Source: an optimization exercise on an open RTL-to-GDS flow (aim: small area). Production flows keep margins and buffers that such runs may drop. Function was checked by simulation only, so behaviour that the tests miss may differ from the original.

==> flow/design.v, too long to show whole: its modules and the start of the top module <==
// module mac_fa: 4 lines
// module mac_bsel: 3 lines
// module mac_bseln: 3 lines
// module mac_ha: 4 lines
// module mac_unit_Parallel_128_clk: 5174 lines
module mac_unit_Parallel_128_clk
#(
    parameter DATA_WIDTH    = 8,
    parameter VEC_LENGTH    = 16,
	parameter ACC_WIDTH     = DATA_WIDTH + 16,
	parameter RESULT_WIDTH  = 2*DATA_WIDTH
) (
	input  logic                             clk,
	input  logic                             reset,
	input  logic                             mul_en,
	input  logic                             acc_en,
	input  logic                             load_accum,
	input  logic [VEC_LENGTH*DATA_WIDTH-1:0] act,
	input  logic [VEC_LENGTH*DATA_WIDTH-1:0] w_in,
	input  logic signed [ACC_WIDTH-1:0]      accum_prev,
	output logic signed [RESULT_WIDTH-1:0]   result
);
  // ...
==> flow/flow/run.sh <==
#!/bin/bash
# Standard ORFS layout (the standard.sh, standard synthesis unchanged), with these
# changes to how the layout is made:
#  - the port buffers that global placement puts on every input and output are the
#    smallest buffer cell instead of the default delay buffer;
#  - the buffers ABC put in during synthesis are removed at floorplan (the resizer
#    puts back what timing and slew need);
#  - clock tree synthesis adds no dummy loads.
set -euo pipefail
export BUFFER_PORTS_ARGS="-buffer_cell sky130_fd_sc_hd__buf_1"
export REMOVE_ABC_BUFFERS=1
export CTS_ARGS="-sink_clustering_enable -repair_clock_nets -dont_use_dummy_load -buf_list {sky130_fd_sc_hd__clkbuf_4 sky130_fd_sc_hd__clkbuf_8}"
bash standard.sh > standard.log 2>&1
==> flow/standard.sh <==
#!/bin/bash
# synth_recipe.tcl (not shown) runs the flow's synth.tcl, then flattens the netlist and writes it again
# the make line also repeats each setting of config.mk as NAME=value (left out here)
make -C /OpenROAD-flow-scripts/flow DESIGN_CONFIG=/design/flow/config.mk WORK_HOME=/design/flow/orfs CLKGATE_MAP_FILE= SYNTH_SCRIPT=/design/flow/synth_recipe.tcl "${@:-finish}"
==> flow/config.mk <==
export PLATFORM = sky130hd
export DESIGN_NAME = mac_unit_Parallel_128_clk
export DESIGN_NICKNAME = mac_unit_Parallel_128_clk
export VERILOG_FILES = /design/flow/design.v
export SDC_FILE = /design/flow/constraint.sdc
export NUM_CORES = 4
export LEC_CHECK = 0
export CAP_MARGIN = 20
export CORE_MARGIN = 2
export CORE_UTILIZATION = 40
export CTS_BUF_LIST = sky130_fd_sc_hd__clkbuf_4 sky130_fd_sc_hd__clkbuf_8
export GPL_TIMING_DRIVEN = 0
export SLEW_MARGIN = 20
export SYNTH_HIERARCHICAL = 1
export SYNTH_MINIMUM_KEEP_SIZE = 0
==> flow/constraint.sdc <==
create_clock -name core_clock -period 8.0 [get_ports {clk}]
set_input_delay 1.6000 -clock core_clock [delete_from_list [all_inputs] [get_ports {clk}]]
set_output_delay 1.6000 -clock core_clock [all_outputs]
set_load 0.01 [all_outputs]
==> summary.txt, run 1 <==
top post-synthesis cells by area fa_1 (60%), edfxtp_1 (14%), nand2_1 (9.3%); post-synthesis adder-cell area fraction 0.613; PortBufs 300; Core Area 0.0834 mm^2; end of the worst register-to-register path q1[12]; grt peak-use layer met2; vias in the first global route 24633; Regs by FF count a_r (128), acc_r (24), t_r (20); achievable frequency 131 MHz; worst reg2reg setup slack approximately 1.2 ns; Slew @ Worst Pin 1.02 ns; Worst EP arrival between 7 and 8 ns; initial DRC count 2329; CP Data Required Time a little over 8 ns; DRT Wirelength between 100000 and 150000 um; Setup CP Type in2reg; GR Overflow Total 0; outcome finished clean; CP max-delay cell fa_1; met3 global-route usage 0.0936; Synth Instances between 2000 and 3000; Setup Buffers After CTS 0; die height between 200 and 300 um; Final setup viols 0; first-pass GRT wire length approximately 180000 um; Yosys top cell area share 0.599; max-cap violation count 0; Num CTS Buffers 41; Clock Sinks around 200; setup ws final ~0.38 ns; commonest non-fill, non-tap cells in the layout fa_1 (1007), nand2_1 (832), buf_1 (297); signal buffers share of area 0.0349
==> run 2: changes to the inputs <==
--- a/flow/design.v
+++ b/flow/design.v
@@ -1,18 +1,12 @@
 module mac_fa (input logic a, input logic b, input logic c, output logic s, output logic co);
 	assign s  = a ^ b ^ c;
 	assign co = (a & b) | (a & c) | (b & c);
 endmodule
-module mac_bsel (input logic one, input logic two, input logic neg, input logic a0, input logic a1, output logic p);
-	assign p = ((one & a0) | (two & a1)) ^ neg;
-endmodule
-module mac_bseln (input logic one, input logic two, input logic neg, input logic a0, input logic a1, output logic p);
-	assign p = ~(((one & a0) | (two & a1)) ^ neg);
-endmodule
 module mac_ha (input logic a, input logic b, output logic s, output logic co);
 	assign s  = a ^ b;
 	assign co = a & b;
 endmodule
 module mac_unit_Parallel_128_clk
 #(
     parameter DATA_WIDTH    = 8,
     parameter VEC_LENGTH    = 16,
@@ -3072,16 +3066,32 @@
 	wire s3035;
 	wire c3036;
 	wire s3037;
 	wire c3038;
 	wire s3039;
 	wire c3040;
 	wire s3041;
 	wire c3042;
+	wire s3043;
+	wire c3044;
+	wire s3045;
+	wire c3046;
+	wire s3047;
+	wire c3048;
+	wire s3049;
+	wire c3050;
+	wire s3051;
+	wire c3052;
+	wire s3053;
+	wire c3054;
+	wire s3055;
+	wire c3056;
+	wire s3057;
+	wire c3058;
 	assign p1 = ~(a_r[0] & w_in[0]);
 	assign p2 = ~(a_r[0] & w_in[1]);
 	assign p3 = ~(a_r[0] & w_in[2]);
 	assign p4 = ~(a_r[0] & w_in[3]);
 	assign p5 = ~(a_r[0] & w_in[4]);
 	assign p6 = ~(a_r[0] & w_in[5]);
 	assign p7 = ~(a_r[0] & w_in[6]);
 	assign p8 = a_r[0] & w_in[7];
@@ -4670,17 +4680,17 @@
 	mac_fa u_s2157 (.a(s2141), .b(c1930), .c(s2143), .s(s2157), .co(c2158));
 	mac_fa u_s2159 (.a(s2145), .b(s2147), .c(s2149), .s(s2159), .co(c2160));
 	mac_fa u_s2161 (.a(c1932), .b(c1934), .c(s2151), .s(s2161), .co(c2162));
 	mac_fa u_s2163 (.a(c1936), .b(s2153), .c(c1938), .s(s2163), .co(c2164));
 	mac_fa u_s2165 (.a(s2155), .b(s2157), .c(s2159), .s(s2165), .co(c2166));
 	mac_fa u_s2167 (.a(c1940), .b(c1942), .c(s2161), .s(s2167), .co(c2168));
 	mac_fa u_s2169 (.a(s2163), .b(s2165), .c(c1944), .s(s2169), .co(c2170));
 	mac_fa u_s2171 (.a(c1946), .b(s2167), .c(s2169), .s(s2171), .co(c2172));
-	mac_ha u_s2173 (.a(c1948), .b(s2171), .s(s2173), .co(c2174));
+	mac_fa u_s2173 (.a(c1948), .b(s2171), .c(c1950), .s(s2173), .co(c2174));
 	mac_fa u_s2175 (.a(1'b1), .b(p24), .c(p31), .s(s2175), .co(c2176));
 	mac_fa u_s2177 (.a(p38), .b(p45), .c(p52), .s(s2177), .co(c2178));
 	mac_fa u_s2179 (.a(p59), .b(p88), .c(p95), .s(s2179), .co(c2180));
 	mac_fa u_s2181 (.a(p102), .b(p109), .c(p116), .s(s2181), .co(c2182));
 	mac_fa u_s2183 (.a(p123), .b(p152), .c(p159), .s(s2183), .co(c2184));
 	mac_fa u_s2185 (.a(p166), .b(p173), .c(p180), .s(s2185), .co(c2186));
 	mac_fa u_s2187 (.a(p187), .b(p216), .c(p223), .s(s2187), .co(c2188));
 	mac_fa u_s2189 (.a(p230), .b(p237), .c(p244), .s(s2189), .co(c2190));
@@ -4774,17 +4784,17 @@
 	mac_fa u_s2365 (.a(s2351), .b(s2353), .c(s2355), .s(s2365), .co(c2366));
 	mac_fa u_s2367 (.a(c2152), .b(c2154), .c(s2357), .s(s2367), .co(c2368));
 	mac_fa u_s2369 (.a(c2156), .b(c2158), .c(s2359), .s(s2369), .co(c2370));
 	mac_fa u_s2371 (.a(c2160), .b(s2361), .c(s2363), .s(s2371), .co(c2372));
 	mac_fa u_s2373 (.a(s2365), .b(c2162), .c(s2367), .s(s2373), .co(c2374));
 	mac_fa u_s2375 (.a(c2164), .b(s2369), .c(c2166), .s(s2375), .co(c2376));
 	mac_fa u_s2377 (.a(s2371), .b(c2168), .c(s2373), .s(s2377), .co(c2378));
 	mac_fa u_s2379 (.a(s2375), .b(c2170), .c(s2377), .s(s2379), .co(c2380));
-	mac_ha u_s2381 (.a(c2172), .b(s2379), .s(s2381), .co(c2382));
+	mac_fa u_s2381 (.a(c2172), .b(s2379), .c(c2174), .s(s2381), .co(c2382));
 	mac_fa u_s2383 (.a(1'b1), .b(p32), .c(p39), .s(s2383), .co(c2384));
 	mac_fa u_s2385 (.a(p46), .b(p53), .c(p60), .s(s2385), .co(c2386));
 	mac_fa u_s2387 (.a(p96), .b(p103), .c(p110), .s(s2387), .co(c2388));
 	mac_fa u_s2389 (.a(p117), .b(p124), .c(p160), .s(s2389), .co(c2390));
 	mac_fa u_s2391 (.a(p167), .b(p174), .c(p181), .s(s2391), .co(c2392));
 	mac_fa u_s2393 (.a(p188), .b(p224), .c(p231), .s(s2393), .co(c2394));
 	mac_fa u_s2395 (.a(p238), .b(p245), .c(p252), .s(s2395), .co(c2396));
 	mac_fa u_s2397 (.a(p288), .b(p295), .c(p302), .s(s2397), .co(c2398));
@@ -4866,17 +4876,17 @@
 	mac_fa u_s2549 (.a(s2537), .b(c2358), .c(c2360), .s(s2549), .co(c2550));
 	mac_fa u_s2551 (.a(s2539), .b(c2362), .c(c2364), .s(s2551), .co(c2552));
 	mac_fa u_s2553 (.a(s2541), .b(s2543), .c(s2545), .s(s2553), .co(c2554));
 	mac_fa u_s2555 (.a(c2366), .b(s2547), .c(c2368), .s(s2555), .co(c2556));
 	mac_fa u_s2557 (.a(c2370), .b(s2549), .c(c2372), .s(s2557), .co(c2558));
 	mac_fa u_s2559 (.a(s2551), .b(s2553), .c(c2374), .s(s2559), .co(c2560));
 	mac_fa u_s2561 (.a(s2555), .b(c2376), .c(s2557), .s(s2561), .co(c2562));
 	mac_fa u_s2563 (.a(c2378), .b(s2559), .c(s2561), .s(s2563), .co(c2564));
-	mac_ha u_s2565 (.a(c2380), .b(s2563), .s(s2565), .co(c2566));
+	mac_fa u_s2565 (.a(c2380), .b(s2563), .c(c2382), .s(s2565), .co(c2566));
 	mac_fa u_s2567 (.a(1'b1), .b(p40), .c(p47), .s(s2567), .co(c2568));
 	mac_fa u_s2569 (.a(p54), .b(p61), .c(p104), .s(s2569), .co(c2570));
 	mac_fa u_s2571 (.a(p111), .b(p118), .c(p125), .s(s2571), .co(c2572));
 	mac_fa u_s2573 (.a(p168), .b(p175), .c(p182), .s(s2573), .co(c2574));
 	mac_fa u_s2575 (.a(p189), .b(p232), .c(p239), .s(s2575), .co(c2576));
 	mac_fa u_s2577 (.a(p246), .b(p253), .c(p296), .s(s2577), .co(c2578));
 	mac_fa u_s2579 (.a(p303), .b(p310), .c(p317), .s(s2579), .co(c2580));
 	mac_fa u_s2581 (.a(p360), .b(p367), .c(p374), .s(s2581), .co(c2582));
@@ -4944,17 +4954,17 @@
 	mac_fa u_s2705 (.a(c2540), .b(c2542), .c(c2544), .s(s2705), .co(c2706));
 	mac_fa u_s2707 (.a(s2695), .b(c2546), .c(s2697), .s(s2707), .co(c2708));
 	mac_fa u_s2709 (.a(s2699), .b(c2548), .c(s2701), .s(s2709), .co(c2710));
 	mac_fa u_s2711 (.a(s2703), .b(c2550), .c(c2552), .s(s2711), .co(c2712));
 	mac_fa u_s2713 (.a(s2705), .b(c2554), .c(s2707), .s(s2713), .co(c2714));
 	mac_fa u_s2715 (.a(s2709), .b(c2556), .c(c2558), .s(s2715), .co(c2716));
 	mac_fa u_s2717 (.a(s2711), .b(s2713), .c(c2560), .s(s2717), .co(c2718));
 	mac_fa u_s2719 (.a(s2715), .b(c2562), .c(s2717), .s(s2719), .co(c2720));
-	mac_ha u_s2721 (.a(c2564), .b(c2566), .s(s2721), .co(c2722));
+	mac_fa u_s2721 (.a(c2564), .b(s2719), .c(c2566), .s(s2721), .co(c2722));
 	mac_fa u_s2723 (.a(p48), .b(p55), .c(p62), .s(s2723), .co(c2724));
 	mac_fa u_s2725 (.a(p112), .b(p119), .c(p126), .s(s2725), .co(c2726));
 	mac_fa u_s2727 (.a(p176), .b(p183), .c(p190), .s(s2727), .co(c2728));
 	mac_fa u_s2729 (.a(p240), .b(p247), .c(p254), .s(s2729), .co(c2730));
 	mac_fa u_s2731 (.a(p304), .b(p311), .c(p318), .s(s2731), .co(c2732));
 	mac_fa u_s2733 (.a(p368), .b(p375), .c(p382), .s(s2733), .co(c2734));
 	mac_fa u_s2735 (.a(p432), .b(p439), .c(p446), .s(s2735), .co(c2736));
 	mac_fa u_s2737 (.a(p496), .b(p503), .c(p510), .s(s2737), .co(c2738));
@@ -5007,114 +5017,122 @@
 	mac_fa u_s2831 (.a(c2696), .b(c2698), .c(c2700), .s(s2831), .co(c2832));
 	mac_fa u_s2833 (.a(s2823), .b(c2702), .c(s2825), .s(s2833), .co(c2834));
 	mac_fa u_s2835 (.a(c2704), .b(s2827), .c(s2829), .s(s2835), .co(c2836));
 	mac_fa u_s2837 (.a(c2706), .b(c2708), .c(s2831), .s(s2837), .co(c2838));
 	mac_fa u_s2839 (.a(c2710), .b(s2833), .c(s2835), .s(s2839), .co(c2840));
 	mac_fa u_s2841 (.a(c2712), .b(c2714), .c(s2837), .s(s2841), .co(c2842));
 	mac_fa u_s2843 (.a(s2839), .b(c2716), .c(s2841), .s(s2843), .co(c2844));
 	mac_fa u_s2845 (.a(c2718), .b(s2843), .c(c2720), .s(s2845), .co(c2846));
-	mac_fa u_s2847 (.a(p56), .b(p63), .c(p120), .s(s2847), .co(c2848));
-	mac_fa u_s2849 (.a(p127), .b(p184), .c(p191), .s(s2849), .co(c2850));
-	mac_fa u_s2851 (.a(p248), .b(p255), .c(p312), .s(s2851), .co(c2852));
-	mac_fa u_s2853 (.a(p319), .b(p376), .c(p383), .s(s2853), .co(c2854));
-	mac_fa u_s2855 (.a(p440), .b(p447), .c(p504), .s(s2855), .co(c2856));
-	mac_fa u_s2857 (.a(p511), .b(p568), .c(p575), .s(s2857), .co(c2858));
-	mac_fa u_s2859 (.a(p632), .b(p639), .c(p696), .s(s2859), .co(c2860));
-	mac_fa u_s2861 (.a(p703), .b(p760), .c(p767), .s(s2861), .co(c2862));
-	mac_fa u_s2863 (.a(p824), .b(p831), .c(p888), .s(s2863), .co(c2864));
-	mac_fa u_s2865 (.a(p895), .b(p952), .c(p959), .s(s2865), .co(c2866));
-	mac_fa u_s2867 (.a(p1016), .b(p1023), .c(c2724), .s(s2867), .co(c2868));
-	mac_fa u_s2869 (.a(c2726), .b(c2728), .c(c2730), .s(s2869), .co(c2870));
-	mac_fa u_s2871 (.a(c2732), .b(c2734), .c(c2736), .s(s2871), .co(c2872));
-	mac_fa u_s2873 (.a(c2738), .b(c2740), .c(c2742), .s(s2873), .co(c2874));
-	mac_fa u_s2875 (.a(c2744), .b(c2746), .c(c2748), .s(s2875), .co(c2876));
-	mac_fa u_s2877 (.a(c2750), .b(c2752), .c(c2754), .s(s2877), .co(c2878));
-	mac_fa u_s2879 (.a(s2847), .b(s2849), .c(s2851), .s(s2879), .co(c2880));
-	mac_fa u_s2881 (.a(s2853), .b(s2855), .c(s2857), .s(s2881), .co(c2882));
-	mac_fa u_s2883 (.a(s2859), .b(s2861), .c(s2863), .s(s2883), .co(c2884));
-	mac_fa u_s2885 (.a(s2865), .b(c2756), .c(c2758), .s(s2885), .co(c2886));
-	mac_fa u_s2887 (.a(c2760), .b(c2762), .c(c2764), .s(s2887), .co(c2888));
-	mac_fa u_s2889 (.a(c2766), .b(c2768), .c(c2770), .s(s2889), .co(c2890));
-	mac_fa u_s2891 (.a(c2772), .b(c2774), .c(c2776), .s(s2891), .co(c2892));
-	mac_fa u_s2893 (.a(c2778), .b(s2867), .c(s2869), .s(s2893), .co(c2894));
-	mac_fa u_s2895 (.a(s2871), .b(s2873), .c(s2875), .s(s2895), .co(c2896));
-	mac_fa u_s2897 (.a(s2877), .b(s2879), .c(s2881), .s(s2897), .co(c2898));
-	mac_fa u_s2899 (.a(s2883), .b(c2780), .c(c2782), .s(s2899), .co(c2900));
-	mac_fa u_s2901 (.a(c2784), .b(c2786), .c(c2788), .s(s2901), .co(c2902));
-	mac_fa u_s2903 (.a(c2790), .b(c2792), .c(c2794), .s(s2903), .co(c2904));
-	mac_fa u_s2905 (.a(s2885), .b(s2887), .c(s2889), .s(s2905), .co(c2906));
-	mac_fa u_s2907 (.a(s2891), .b(s2893), .c(s2895), .s(s2907), .co(c2908));
-	mac_fa u_s2909 (.a(c2796), .b(s2897), .c(c2798), .s(s2909), .co(c2910));
-	mac_fa u_s2911 (.a(c2800), .b(c2802), .c(c2804), .s(s2911), .co(c2912));
-	mac_fa u_s2913 (.a(s2899), .b(c2806), .c(s2901), .s(s2913), .co(c2914));
-	mac_fa u_s2915 (.a(s2903), .b(c2808), .c(c2810), .s(s2915), .co(c2916));
-	mac_fa u_s2917 (.a(s2905), .b(s2907), .c(c2812), .s(s2917), .co(c2918));
-	mac_fa u_s2919 (.a(c2814), .b(c2816), .c(s2909), .s(s2919), .co(c2920));
-	mac_fa u_s2921 (.a(c2818), .b(c2820), .c(s2911), .s(s2921), .co(c2922));
-	mac_fa u_s2923 (.a(s2913), .b(c2822), .c(s2915), .s(s2923), .co(c2924));
-	mac_fa u_s2925 (.a(c2824), .b(s2917), .c(c2826), .s(s2925), .co(c2926));
-	mac_fa u_s2927 (.a(s2919), .b(c2828), .c(s2921), .s(s2927), .co(c2928));
-	mac_fa u_s2929 (.a(c2830), .b(s2923), .c(c2832), .s(s2929), .co(c2930));
-	mac_fa u_s2931 (.a(c2834), .b(s2925), .c(s2927), .s(s2931), .co(c2932));
-	mac_fa u_s2933 (.a(c2836), .b(c2838), .c(s2929), .s(s2933), .co(c2934));
-	mac_fa u_s2935 (.a(s2931), .b(c2840), .c(c2842), .s(s2935), .co(c2936));
-	mac_fa u_s2937 (.a(s2933), .b(c2844), .c(s2935), .s(s2937), .co(c2938));
-	mac_fa u_s2939 (.a(p64), .b(p128), .c(p192), .s(s2939), .co(c2940));
-	mac_fa u_s2941 (.a(p256), .b(p320), .c(p384), .s(s2941), .co(c2942));
-	mac_fa u_s2943 (.a(p448), .b(p512), .c(p576), .s(s2943), .co(c2944));
-	mac_fa u_s2945 (.a(p640), .b(p704), .c(p768), .s(s2945), .co(c2946));
-	mac_fa u_s2947 (.a(p832), .b(p896), .c(p960), .s(s2947), .co(c2948));
-	mac_fa u_s2949 (.a(p1024), .b(c2848), .c(c2850), .s(s2949), .co(c2950));
-	mac_fa u_s2951 (.a(c2852), .b(c2854), .c(c2856), .s(s2951), .co(c2952));
-	mac_fa u_s2953 (.a(c2858), .b(c2860), .c(c2862), .s(s2953), .co(c2954));
-	mac_fa u_s2955 (.a(c2864), .b(c2866), .c(s2939), .s(s2955), .co(c2956));
-	mac_fa u_s2957 (.a(s2941), .b(s2943), .c(s2945), .s(s2957), .co(c2958));
-	mac_fa u_s2959 (.a(s2947), .b(c2868), .c(c2870), .s(s2959), .co(c2960));
-	mac_fa u_s2961 (.a(c2872), .b(c2874), .c(c2876), .s(s2961), .co(c2962));
-	mac_fa u_s2963 (.a(c2878), .b(c2880), .c(c2882), .s(s2963), .co(c2964));
-	mac_fa u_s2965 (.a(c2884), .b(s2949), .c(s2951), .s(s2965), .co(c2966));
-	mac_fa u_s2967 (.a(s2953), .b(s2955), .c(s2957), .s(s2967), .co(c2968));
-	mac_fa u_s2969 (.a(c2886), .b(c2888), .c(c2890), .s(s2969), .co(c2970));
-	mac_fa u_s2971 (.a(c2892), .b(c2894), .c(c2896), .s(s2971), .co(c2972));
-	mac_fa u_s2973 (.a(s2959), .b(s2961), .c(s2963), .s(s2973), .co(c2974));
-	mac_fa u_s2975 (.a(s2965), .b(c2898), .c(s2967), .s(s2975), .co(c2976));
-	mac_fa u_s2977 (.a(c2900), .b(c2902), .c(c2904), .s(s2977), .co(c2978));
-	mac_fa u_s2979 (.a(s2969), .b(s2971), .c(c2906), .s(s2979), .co(c2980));
-	mac_fa u_s2981 (.a(c2908), .b(s2973), .c(s2975), .s(s2981), .co(c2982));
-	mac_fa u_s2983 (.a(c2910), .b(c2912), .c(c2914), .s(s2983), .co(c2984));
-	mac_fa u_s2985 (.a(c2916), .b(s2977), .c(s2979), .s(s2985), .co(c2986));
-	mac_fa u_s2987 (.a(s2981), .b(c2918), .c(c2920), .s(s2987), .co(c2988));
-	mac_fa u_s2989 (.a(c2922), .b(c2924), .c(s2983), .s(s2989), .co(c2990));
-	mac_fa u_s2991 (.a(s2985), .b(c2926), .c(s2987), .s(s2991), .co(c2992));
-	mac_fa u_s2993 (.a(c2928), .b(s2989), .c(c2930), .s(s2993), .co(c2994));
-	mac_fa u_s2995 (.a(s2991), .b(c2932), .c(c2934), .s(s2995), .co(c2996));
-	mac_fa u_s2997 (.a(s2993), .b(s2995), .c(c2936), .s(s2997), .co(c2998));
-	mac_fa u_s2999 (.a(c2940), .b(c2942), .c(c2944), .s(s2999), .co(c3000));
-	mac_fa u_s3001 (.a(c2946), .b(c2948), .c(c2950), .s(s3001), .co(c3002));
-	mac_fa u_s3003 (.a(c2952), .b(c2954), .c(c2956), .s(s3003), .co(c3004));
-	mac_fa u_s3005 (.a(c2958), .b(s2999), .c(c2960), .s(s3005), .co(c3006));
-	mac_fa u_s3007 (.a(c2962), .b(c2964), .c(c2966), .s(s3007), .co(c3008));
-	mac_fa u_s3009 (.a(s3001), .b(s3003), .c(c2968), .s(s3009), .co(c3010));
-	mac_fa u_s3011 (.a(c2970), .b(c2972), .c(s3005), .s(s3011), .co(c3012));
-	mac_fa u_s3013 (.a(s3007), .b(c2974), .c(c2976), .s(s3013), .co(c3014));
-	mac_fa u_s3015 (.a(s3009), .b(c2978), .c(c2980), .s(s3015), .co(c3016));
-	mac_fa u_s3017 (.a(s3011), .b(c2982), .c(s3013), .s(s3017), .co(c3018));
-	mac_fa u_s3019 (.a(c2984), .b(c2986), .c(s3015), .s(s3019), .co(c3020));
-	mac_fa u_s3021 (.a(s3017), .b(c2988), .c(c2990), .s(s3021), .co(c3022));
-	mac_fa u_s3023 (.a(s3019), .b(c2992), .c(s3021), .s(s3023), .co(c3024));
-	mac_fa u_s3025 (.a(c2994), .b(s3023), .c(c2996), .s(s3025), .co(c3026));
-	mac_fa u_s3027 (.a(c3000), .b(c3002), .c(c3004), .s(s3027), .co(c3028));
-	mac_fa u_s3029 (.a(c3006), .b(c3008), .c(s3027), .s(s3029), .co(c3030));
-	mac_fa u_s3031 (.a(c3010), .b(c3012), .c(c3014), .s(s3031), .co(c3032));
-	mac_fa u_s3033 (.a(s3029), .b(c3016), .c(c3018), .s(s3033), .co(c3034));
-	mac_fa u_s3035 (.a(s3031), .b(c3020), .c(s3033), .s(s3035), .co(c3036));
-	mac_fa u_s3037 (.a(c3022), .b(s3035), .c(c3024), .s(s3037), .co(c3038));
-	mac_fa u_s3039 (.a(c3028), .b(c3030), .c(c3032), .s(s3039), .co(c3040));
-	mac_fa u_s3041 (.a(c3034), .b(s3039), .c(c3036), .s(s3041), .co(c3042));
+	mac_ha u_s2847 (.a(s2845), .b(c2722), .s(s2847), .co(c2848));
+	mac_fa u_s2849 (.a(p56), .b(p63), .c(p120), .s(s2849), .co(c2850));
+	mac_fa u_s2851 (.a(p127), .b(p184), .c(p191), .s(s2851), .co(c2852));
+	mac_fa u_s2853 (.a(p248), .b(p255), .c(p312), .s(s2853), .co(c2854));
+	mac_fa u_s2855 (.a(p319), .b(p376), .c(p383), .s(s2855), .co(c2856));
+	mac_fa u_s2857 (.a(p440), .b(p447), .c(p504), .s(s2857), .co(c2858));
+	mac_fa u_s2859 (.a(p511), .b(p568), .c(p575), .s(s2859), .co(c2860));
+	mac_fa u_s2861 (.a(p632), .b(p639), .c(p696), .s(s2861), .co(c2862));
+	mac_fa u_s2863 (.a(p703), .b(p760), .c(p767), .s(s2863), .co(c2864));
+	mac_fa u_s2865 (.a(p824), .b(p831), .c(p888), .s(s2865), .co(c2866));
+	mac_fa u_s2867 (.a(p895), .b(p952), .c(p959), .s(s2867), .co(c2868));
+	mac_fa u_s2869 (.a(p1016), .b(p1023), .c(c2724), .s(s2869), .co(c2870));
+	mac_fa u_s2871 (.a(c2726), .b(c2728), .c(c2730), .s(s2871), .co(c2872));
+	mac_fa u_s2873 (.a(c2732), .b(c2734), .c(c2736), .s(s2873), .co(c2874));
+	mac_fa u_s2875 (.a(c2738), .b(c2740), .c(c2742), .s(s2875), .co(c2876));
+	mac_fa u_s2877 (.a(c2744), .b(c2746), .c(c2748), .s(s2877), .co(c2878));
+	mac_fa u_s2879 (.a(c2750), .b(c2752), .c(c2754), .s(s2879), .co(c2880));
+	mac_fa u_s2881 (.a(s2849), .b(s2851), .c(s2853), .s(s2881), .co(c2882));
+	mac_fa u_s2883 (.a(s2855), .b(s2857), .c(s2859), .s(s2883), .co(c2884));
+	mac_fa u_s2885 (.a(s2861), .b(s2863), .c(s2865), .s(s2885), .co(c2886));
+	mac_fa u_s2887 (.a(s2867), .b(c2756), .c(c2758), .s(s2887), .co(c2888));
+	mac_fa u_s2889 (.a(c2760), .b(c2762), .c(c2764), .s(s2889), .co(c2890));
+	mac_fa u_s2891 (.a(c2766), .b(c2768), .c(c2770), .s(s2891), .co(c2892));
+	mac_fa u_s2893 (.a(c2772), .b(c2774), .c(c2776), .s(s2893), .co(c2894));
+	mac_fa u_s2895 (.a(c2778), .b(s2869), .c(s2871), .s(s2895), .co(c2896));
+	mac_fa u_s2897 (.a(s2873), .b(s2875), .c(s2877), .s(s2897), .co(c2898));
+	mac_fa u_s2899 (.a(s2879), .b(s2881), .c(s2883), .s(s2899), .co(c2900));
+	mac_fa u_s2901 (.a(s2885), .b(c2780), .c(c2782), .s(s2901), .co(c2902));
+	mac_fa u_s2903 (.a(c2784), .b(c2786), .c(c2788), .s(s2903), .co(c2904));
+	mac_fa u_s2905 (.a(c2790), .b(c2792), .c(c2794), .s(s2905), .co(c2906));
+	mac_fa u_s2907 (.a(s2887), .b(s2889), .c(s2891), .s(s2907), .co(c2908));
+	mac_fa u_s2909 (.a(s2893), .b(s2895), .c(s2897), .s(s2909), .co(c2910));
+	mac_fa u_s2911 (.a(c2796), .b(s2899), .c(c2798), .s(s2911), .co(c2912));
+	mac_fa u_s2913 (.a(c2800), .b(c2802), .c(c2804), .s(s2913), .co(c2914));
+	mac_fa u_s2915 (.a(s2901), .b(c2806), .c(s2903), .s(s2915), .co(c2916));
+	mac_fa u_s2917 (.a(s2905), .b(c2808), .c(c2810), .s(s2917), .co(c2918));
+	mac_fa u_s2919 (.a(s2907), .b(s2909), .c(c2812), .s(s2919), .co(c2920));
+	mac_fa u_s2921 (.a(c2814), .b(c2816), .c(s2911), .s(s2921), .co(c2922));
+	mac_fa u_s2923 (.a(c2818), .b(c2820), .c(s2913), .s(s2923), .co(c2924));
+	mac_fa u_s2925 (.a(s2915), .b(c2822), .c(s2917), .s(s2925), .co(c2926));
+	mac_fa u_s2927 (.a(c2824), .b(s2919), .c(c2826), .s(s2927), .co(c2928));
+	mac_fa u_s2929 (.a(s2921), .b(c2828), .c(s2923), .s(s2929), .co(c2930));
+	mac_fa u_s2931 (.a(c2830), .b(s2925), .c(c2832), .s(s2931), .co(c2932));
+	mac_fa u_s2933 (.a(c2834), .b(s2927), .c(s2929), .s(s2933), .co(c2934));
+	mac_fa u_s2935 (.a(c2836), .b(c2838), .c(s2931), .s(s2935), .co(c2936));
+	mac_fa u_s2937 (.a(s2933), .b(c2840), .c(c2842), .s(s2937), .co(c2938));
+	mac_fa u_s2939 (.a(s2935), .b(c2844), .c(s2937), .s(s2939), .co(c2940));
+	mac_fa u_s2941 (.a(s2939), .b(c2846), .c(c2848), .s(s2941), .co(c2942));
+	mac_fa u_s2943 (.a(p64), .b(p128), .c(p192), .s(s2943), .co(c2944));
+	mac_fa u_s2945 (.a(p256), .b(p320), .c(p384), .s(s2945), .co(c2946));
+	mac_fa u_s2947 (.a(p448), .b(p512), .c(p576), .s(s2947), .co(c2948));
+	mac_fa u_s2949 (.a(p640), .b(p704), .c(p768), .s(s2949), .co(c2950));
+	mac_fa u_s2951 (.a(p832), .b(p896), .c(p960), .s(s2951), .co(c2952));
+	mac_fa u_s2953 (.a(p1024), .b(c2850), .c(c2852), .s(s2953), .co(c2954));
+	mac_fa u_s2955 (.a(c2854), .b(c2856), .c(c2858), .s(s2955), .co(c2956));
+	mac_fa u_s2957 (.a(c2860), .b(c2862), .c(c2864), .s(s2957), .co(c2958));
+	mac_fa u_s2959 (.a(c2866), .b(c2868), .c(s2943), .s(s2959), .co(c2960));
+	mac_fa u_s2961 (.a(s2945), .b(s2947), .c(s2949), .s(s2961), .co(c2962));
+	mac_fa u_s2963 (.a(s2951), .b(c2870), .c(c2872), .s(s2963), .co(c2964));
+	mac_fa u_s2965 (.a(c2874), .b(c2876), .c(c2878), .s(s2965), .co(c2966));
+	mac_fa u_s2967 (.a(c2880), .b(c2882), .c(c2884), .s(s2967), .co(c2968));
+	mac_fa u_s2969 (.a(c2886), .b(s2953), .c(s2955), .s(s2969), .co(c2970));
+	mac_fa u_s2971 (.a(s2957), .b(s2959), .c(s2961), .s(s2971), .co(c2972));
+	mac_fa u_s2973 (.a(c2888), .b(c2890), .c(c2892), .s(s2973), .co(c2974));
+	mac_fa u_s2975 (.a(c2894), .b(c2896), .c(c2898), .s(s2975), .co(c2976));
+	mac_fa u_s2977 (.a(s2963), .b(s2965), .c(s2967), .s(s2977), .co(c2978));
+	mac_fa u_s2979 (.a(s2969), .b(c2900), .c(s2971), .s(s2979), .co(c2980));
+	mac_fa u_s2981 (.a(c2902), .b(c2904), .c(c2906), .s(s2981), .co(c2982));
+	mac_fa u_s2983 (.a(s2973), .b(s2975), .c(c2908), .s(s2983), .co(c2984));
+	mac_fa u_s2985 (.a(c2910), .b(s2977), .c(s2979), .s(s2985), .co(c2986));
+	mac_fa u_s2987 (.a(c2912), .b(c2914), .c(c2916), .s(s2987), .co(c2988));
+	mac_fa u_s2989 (.a(c2918), .b(s2981), .c(s2983), .s(s2989), .co(c2990));
+	mac_fa u_s2991 (.a(s2985), .b(c2920), .c(c2922), .s(s2991), .co(c2992));
+	mac_fa u_s2993 (.a(c2924), .b(c2926), .c(s2987), .s(s2993), .co(c2994));
+	mac_fa u_s2995 (.a(s2989), .b(c2928), .c(s2991), .s(s2995), .co(c2996));
+	mac_fa u_s2997 (.a(c2930), .b(s2993), .c(c2932), .s(s2997), .co(c2998));
+	mac_fa u_s2999 (.a(s2995), .b(c2934), .c(c2936), .s(s2999), .co(c3000));
+	mac_fa u_s3001 (.a(s2997), .b(s2999), .c(c2938), .s(s3001), .co(c3002));
+	mac_fa u_s3003 (.a(c2940), .b(s3001), .c(c2942), .s(s3003), .co(c3004));
+	mac_fa u_s3005 (.a(c2944), .b(c2946), .c(c2948), .s(s3005), .co(c3006));
+	mac_fa u_s3007 (.a(c2950), .b(c2952), .c(c2954), .s(s3007), .co(c3008));
+	mac_fa u_s3009 (.a(c2956), .b(c2958), .c(c2960), .s(s3009), .co(c3010));
+	mac_fa u_s3011 (.a(c2962), .b(s3005), .c(c2964), .s(s3011), .co(c3012));
+	mac_fa u_s3013 (.a(c2966), .b(c2968), .c(c2970), .s(s3013), .co(c3014));
+	mac_fa u_s3015 (.a(s3007), .b(s3009), .c(c2972), .s(s3015), .co(c3016));
+	mac_fa u_s3017 (.a(c2974), .b(c2976), .c(s3011), .s(s3017), .co(c3018));
+	mac_fa u_s3019 (.a(s3013), .b(c2978), .c(c2980), .s(s3019), .co(c3020));
+	mac_fa u_s3021 (.a(s3015), .b(c2982), .c(c2984), .s(s3021), .co(c3022));
+	mac_fa u_s3023 (.a(s3017), .b(c2986), .c(s3019), .s(s3023), .co(c3024));
+	mac_fa u_s3025 (.a(c2988), .b(c2990), .c(s3021), .s(s3025), .co(c3026));
+	mac_fa u_s3027 (.a(s3023), .b(c2992), .c(c2994), .s(s3027), .co(c3028));
+	mac_fa u_s3029 (.a(s3025), .b(c2996), .c(s3027), .s(s3029), .co(c3030));
+	mac_fa u_s3031 (.a(c2998), .b(s3029), .c(c3000), .s(s3031), .co(c3032));
+	mac_fa u_s3033 (.a(s3031), .b(c3002), .c(c3004), .s(s3033), .co(c3034));
+	mac_fa u_s3035 (.a(c3006), .b(c3008), .c(c3010), .s(s3035), .co(c3036));
+	mac_fa u_s3037 (.a(c3012), .b(c3014), .c(s3035), .s(s3037), .co(c3038));
+	mac_fa u_s3039 (.a(c3016), .b(c3018), .c(c3020), .s(s3039), .co(c3040));
+	mac_fa u_s3041 (.a(s3037), .b(c3022), .c(c3024), .s(s3041), .co(c3042));
+	mac_fa u_s3043 (.a(s3039), .b(c3026), .c(s3041), .s(s3043), .co(c3044));
+	mac_fa u_s3045 (.a(c3028), .b(s3043), .c(c3030), .s(s3045), .co(c3046));
+	mac_fa u_s3047 (.a(s3045), .b(c3032), .c(c3034), .s(s3047), .co(c3048));
+	mac_fa u_s3049 (.a(c3036), .b(c3038), .c(c3040), .s(s3049), .co(c3050));
+	mac_fa u_s3051 (.a(c3042), .b(s3049), .c(c3044), .s(s3051), .co(c3052));
+	mac_fa u_s3053 (.a(s3051), .b(c3046), .c(c3048), .s(s3053), .co(c3054));
+	mac_fa u_s3055 (.a(c3050), .b(c3052), .c(c3054), .s(s3055), .co(c3056));
+	mac_ha u_s3057 (.a(1'b1), .b(c3056), .s(s3057), .co(c3058));
 	wire [19:0] q0_d, q1_d;
 	assign q0_d[0] = s1039;
 	assign q1_d[0] = 1'b0;
 	assign q0_d[1] = s1079;
 	assign q1_d[1] = 1'b0;
 	assign q0_d[2] = s1147;
 	assign q1_d[2] = 1'b0;
 	assign q0_d[3] = s1245;
@@ -5122,39 +5140,39 @@
 	assign q0_d[4] = s1373;
 	assign q1_d[4] = 1'b0;
 	assign q0_d[5] = s1533;
 	assign q1_d[5] = 1'b0;
 	assign q0_d[6] = s1725;
 	assign q1_d[6] = 1'b0;
 	assign q0_d[7] = s1949;
 	assign q1_d[7] = 1'b0;
-	assign q0_d[8] = c1950;
-	assign q1_d[8] = s2173;
-	assign q0_d[9] = c2174;
-	assign q1_d[9] = s2381;
-	assign q0_d[10] = c2382;
-	assign q1_d[10] = s2565;
-	assign q0_d[11] = s2719;
-	assign q1_d[11] = s2721;
-	assign q0_d[12] = c2722;
-	assign q1_d[12] = s2845;
-	assign q0_d[13] = c2846;
-	assign q1_d[13] = s2937;
-	assign q0_d[14] = c2938;
-	assign q1_d[14] = s2997;
-	assign q0_d[15] = c2998;
-	assign q1_d[15] = s3025;
-	assign q0_d[16] = c3026;
-	assign q1_d[16] = s3037;
-	assign q0_d[17] = c3038;
-	assign q1_d[17] = s3041;
-	assign q0_d[18] = c3040;
-	assign q1_d[18] = c3042;
-	assign q0_d[19] = 1'b1;
+	assign q0_d[8] = s2173;
+	assign q1_d[8] = 1'b0;
+	assign q0_d[9] = s2381;
+	assign q1_d[9] = 1'b0;
+	assign q0_d[10] = s2565;
+	assign q1_d[10] = 1'b0;
+	assign q0_d[11] = s2721;
+	assign q1_d[11] = 1'b0;
+	assign q0_d[12] = s2847;
+	assign q1_d[12] = 1'b0;
+	assign q0_d[13] = s2941;
+	assign q1_d[13] = 1'b0;
+	assign q0_d[14] = s3003;
+	assign q1_d[14] = 1'b0;
+	assign q0_d[15] = s3033;
+	assign q1_d[15] = 1'b0;
+	assign q0_d[16] = s3047;
+	assign q1_d[16] = 1'b0;
+	assign q0_d[17] = s3053;
+	assign q1_d[17] = 1'b0;
+	assign q0_d[18] = s3055;
+	assign q1_d[18] = 1'b0;
+	assign q0_d[19] = s3057;
 	assign q1_d[19] = 1'b0;
 	always @(posedge clk) begin
 		if (mul_en) begin
 			a_r <= act;
 			q0  <= q0_d;
 			q1  <= q1_d;
 		end
 	end
==> flow/run.sh (new file) <==
#!/bin/bash
# synth_recipe.tcl (not shown) runs the flow's synth.tcl, then flattens the netlist and writes it again
# the make line also repeats each setting of config.mk as NAME=value (left out here)
make -C /OpenROAD-flow-scripts/flow DESIGN_CONFIG=/design/flow/config.mk WORK_HOME=/design/flow/orfs CLKGATE_MAP_FILE= SYNTH_SCRIPT=/design/flow/synth_recipe.tcl finish
==> flow/config.mk (replaced) <==
export PLATFORM = sky130hd
export DESIGN_NAME = mac_unit_Parallel_128_clk
export DESIGN_NICKNAME = mac_unit_Parallel_128_clk
export VERILOG_FILES = /design/flow/design.v
export SDC_FILE = /design/flow/constraint.sdc
export NUM_CORES = 4
export LEC_CHECK = 0
export CAP_MARGIN = 20
export CORE_MARGIN = 2
export CORE_UTILIZATION = 40
export SLEW_MARGIN = 20
export SYNTH_HIERARCHICAL = 1
export SYNTH_MINIMUM_KEEP_SIZE = 0
removed: flow/flow/run.sh
removed: flow/standard.sh
==> run 2 against run 1 <==
Now fails the layout checks on negative setup slack. Cell area up 18%. Final cell count up 9.1%. Fmax down 25%. Die area down 1.0%. Global-route usage up 2.7 points. Critical path depth up 9. Largest cell class unchanged.
==> summary.txt, run 2 <==
setup ws final -2.21 ns (-2.60 ns); dpl hpwl roughly 120000 um; top post-synthesis cells by area fa_1 (61%), edfxtp_1 (13%), nand2_1 (9.2%); Yosys top cell area share 0.611 (+0.0118); CP Launch Type primary input; Num CTS Buffers 17 (-59%); initial DRC count 2414 (+3.6%); Clock transition at path regs around 0.10 ns; PortBufs 300 (unchanged); most frequent CP cell fa_2; Top reg by flops a_r; Die ar. 0.0856 mm^2; r2r startpoint a_r[68]; Worst EP arrival 10.61 ns (+2.69 ns); drt pass-1 iters 5; mean post-synth cell area 12.0 um^2; Cell Chain, Critical Path dlygate4sd2_1 -> buf_6 -> and2_1 -> fa_1 -> fa_1 -> fa_2 -> fa_1 -> fa_1 -> fa_1 -> fa_1 -> fa_1 -> fa_1 -> fa_2 -> fa_2 -> fa_2 -> ha_4 -> fa_2 -> fa_2 -> fa_2 -> fa_2 -> fa_2 -> fa_2 -> ha_4; Regs by FF count a_r (128), acc_r (24); max reg flops about 130; drt drc 0; Die Wd around 290 um; final std cells w/o fill about 4400; cell area after layout about 0.042 mm^2; Min-Delay Path Class reg2reg; Setup CP Type in2reg; H-tree depth 4; row count between 100 and 150; outcome failed layout checks; Syn. warnings 7; most common cell in the netlist fa_1; die height 293 um (-0.52%); Mapped Area roughly 0.033 mm^2; top_reg_cell synth edfxtp_1; Post-synth EDFFs between 100 and 150; DRT Wirelength 135000 um (+8.6%); Worst Path Buf+Inv 2; max_slew headroom 0.303; Root Driver clkbuf_16; Final setup viols 8 (+8); CP Data Required Time 8.40 ns (+0.09 ns); achievable frequency 97.9 MHz (-25%); max-cap violation count 0 (unchanged); CP max-delay cell fa_2; max incr delay on CP 0.63 ns; ANT nets after route 0; Synth area leader fa_1; first-pass GRT wire length 191000 um (+7.4%); Initial Utilization 0.405; commonest non-fill, non-tap cells in the layout fa_1 (749), nand2_1 (726), buf_4 (326); hold path startpoint q0[4]; Critical Path Fanout Max 7; sequential element share of the synthesized area 0.161; Crit. End Element flop; share of layout cells above drive strength 1 0.301; CTS tree done; Final GP Congestion between 1 and 1.5; largest net degree at the start of global routing 91; Synth Instances 2786 (-1.5%); routed len/inst 30.8 um; average vias per placed instance about 5.5; commonest non-fill, non-tap cell in the layout fa_1; initial antenna violation count 6; final hold slack between 0.4 and 0.5 ns; final hold violation count 0; Clock Sinks 194 (-4.9%); maximum clock path buffer count 2; Tmin final ~10 ns; IO Pins between 300 and 400; Setup WS pre-CTS -3.35 ns; crit path from w_in[47]; fraction of registers with async set/reset 0; vias in the first global route 27316 (+11%); Synth Register Bits approximately 190; RSZ-0062 raised after global routing yes; Tot GR Track Use 0.324; delay-heaviest family, CP adder cells; Slew @ Worst Pin 1.04 ns (+0.0192 ns); dpl cell area between 0.04 and 0.05 mm^2; clk latency of the worst-skew pair roughly 0.52 ns; Clock Skews approximately 0.024 ns; placed cells 4290; Failing Checks negative setup slack; Area Growth Syn to Fin 26.9%; Core Area 0.0822 mm^2 (-1.4%); Final Cycle Share 1.28; Max Transition Viols Final 0; Layout Nets about 4600; GR Overflow Total 0 (unchanged); Yosys cell types between 50 and 60; Synth top cells by count fa_1 (1016), nand2_1 (820), clkbuf_1 (234); Via Count ~24000
-- run 2: final cells by class --
class                   instances  area, um^2
multi-input cells            2333       28000
clock inverters                13         125
fillers                      7259       40000
diodes                          3        7.51
repair buffers                746        6970
clock buffers                  19         433
well taps                    1070        1340
inverters                       8        30.0
flip-flops and latches        194        5370
-- run 2: logic make-up (layout without fill, tap and decap cells) --
family,after synthesis,in the layout,share of synthesized area
mux,35,35,0.0113
simple gates,1119,1119,0.146
compound gates,106,106,0.0227
flops,194,194,0.161
xor+xnor,20,20,0.00526
fa+ha+maj,1041,1041,0.620
other cells,1,15,0.000113
buf+inv,270,786,0.0337
-- run 2: Yosys stat by module, one instance, submodules excluded --
| module | flip-flops and latches | copies in the design | cells | cell area (um^2) |
|---|---|---|---|---|
| mac_unit_Parallel_128_clk | 194 | 1 | 1769 | 13000 |
| mac_fa | 0 | 1015 | 1 | 20.0 |
| mac_ha | 0 | 2 | 1 | 12.5 |
-- run 2: per-stage QoR --
stage | TNS, ns | utilization
6_report | -10.27 | 0.514
5_1_grt | -10.93 | 0.514
4_1_cts | -10.36 | 0.511
3_5_place_dp | -20.65 | 0.489
3_3_place_gp | -20.54 | 0.489
2_1_floorplan | -10.54 | -
-- run 2: repair_timing --
action,CTS,global route
hold buffers,0,0
setup buffers,59,16
setup endpoints to repair,10,9
hold endpoints to repair,0,0
resized for setup,651,244
pin swaps,202,126
-- run 2: layer usage --
layer | GRT usage | up-vias | part of all wire
li1 | - | 9562 | -
met1 | 0.408 | 12797 | 0.37
met2 | 0.526 | 1375 | 0.48
met3 | 0.0765 | 236 | 0.090
met4 | 0.162 | 0 | 0.058
met5 | 0 | - | 0
-- run 2: final timing paths --
kind / endpoint / slack, ns / cells after the start
max: q0[19] / -2.21 / 23
min: t_r[4] / 0.42 / 1
max reg2reg: q0[19] / -1.62 / 24
min reg2reg: t_r[4] / 0.42 / 1

[re-timing with driven ports]
Ports are ideal in the flow. The routed layouts listed here were re-timed in OpenROAD.
Step 1: set_driving_cell puts a clkbuf_16 on clk and a buf_2 on each other input, an assumption about the parent block.
Step 2 moves the port delays by t, midway between the first and last clock arrival at a register: inputs arrive t later, outputs are due t later. That takes back most of the time a late clock gives input paths.
a / b / c = ideal / step 1 / step 2; a / b = the first two.
run	shift t [ns]	slack for setup (ns)	hold slack, ns	worst setup path at the end	worst data-port slew with drivers (ns)
run 1	0.677	0.383 / 0.409 / -0.268	0.420 / 0.420 / 0.420	input to register	0.12
run 2	0.578	-2.213 / -2.179 / -2.757	0.423 / 0.423 / 0.423	input to register	0.11
With both steps, setup timing fails in run 1, where it was met with ideal ports. The setup slack of run 1, which loses most, moves by +0.026 ns with the drivers and by -0.651 ns with both steps.
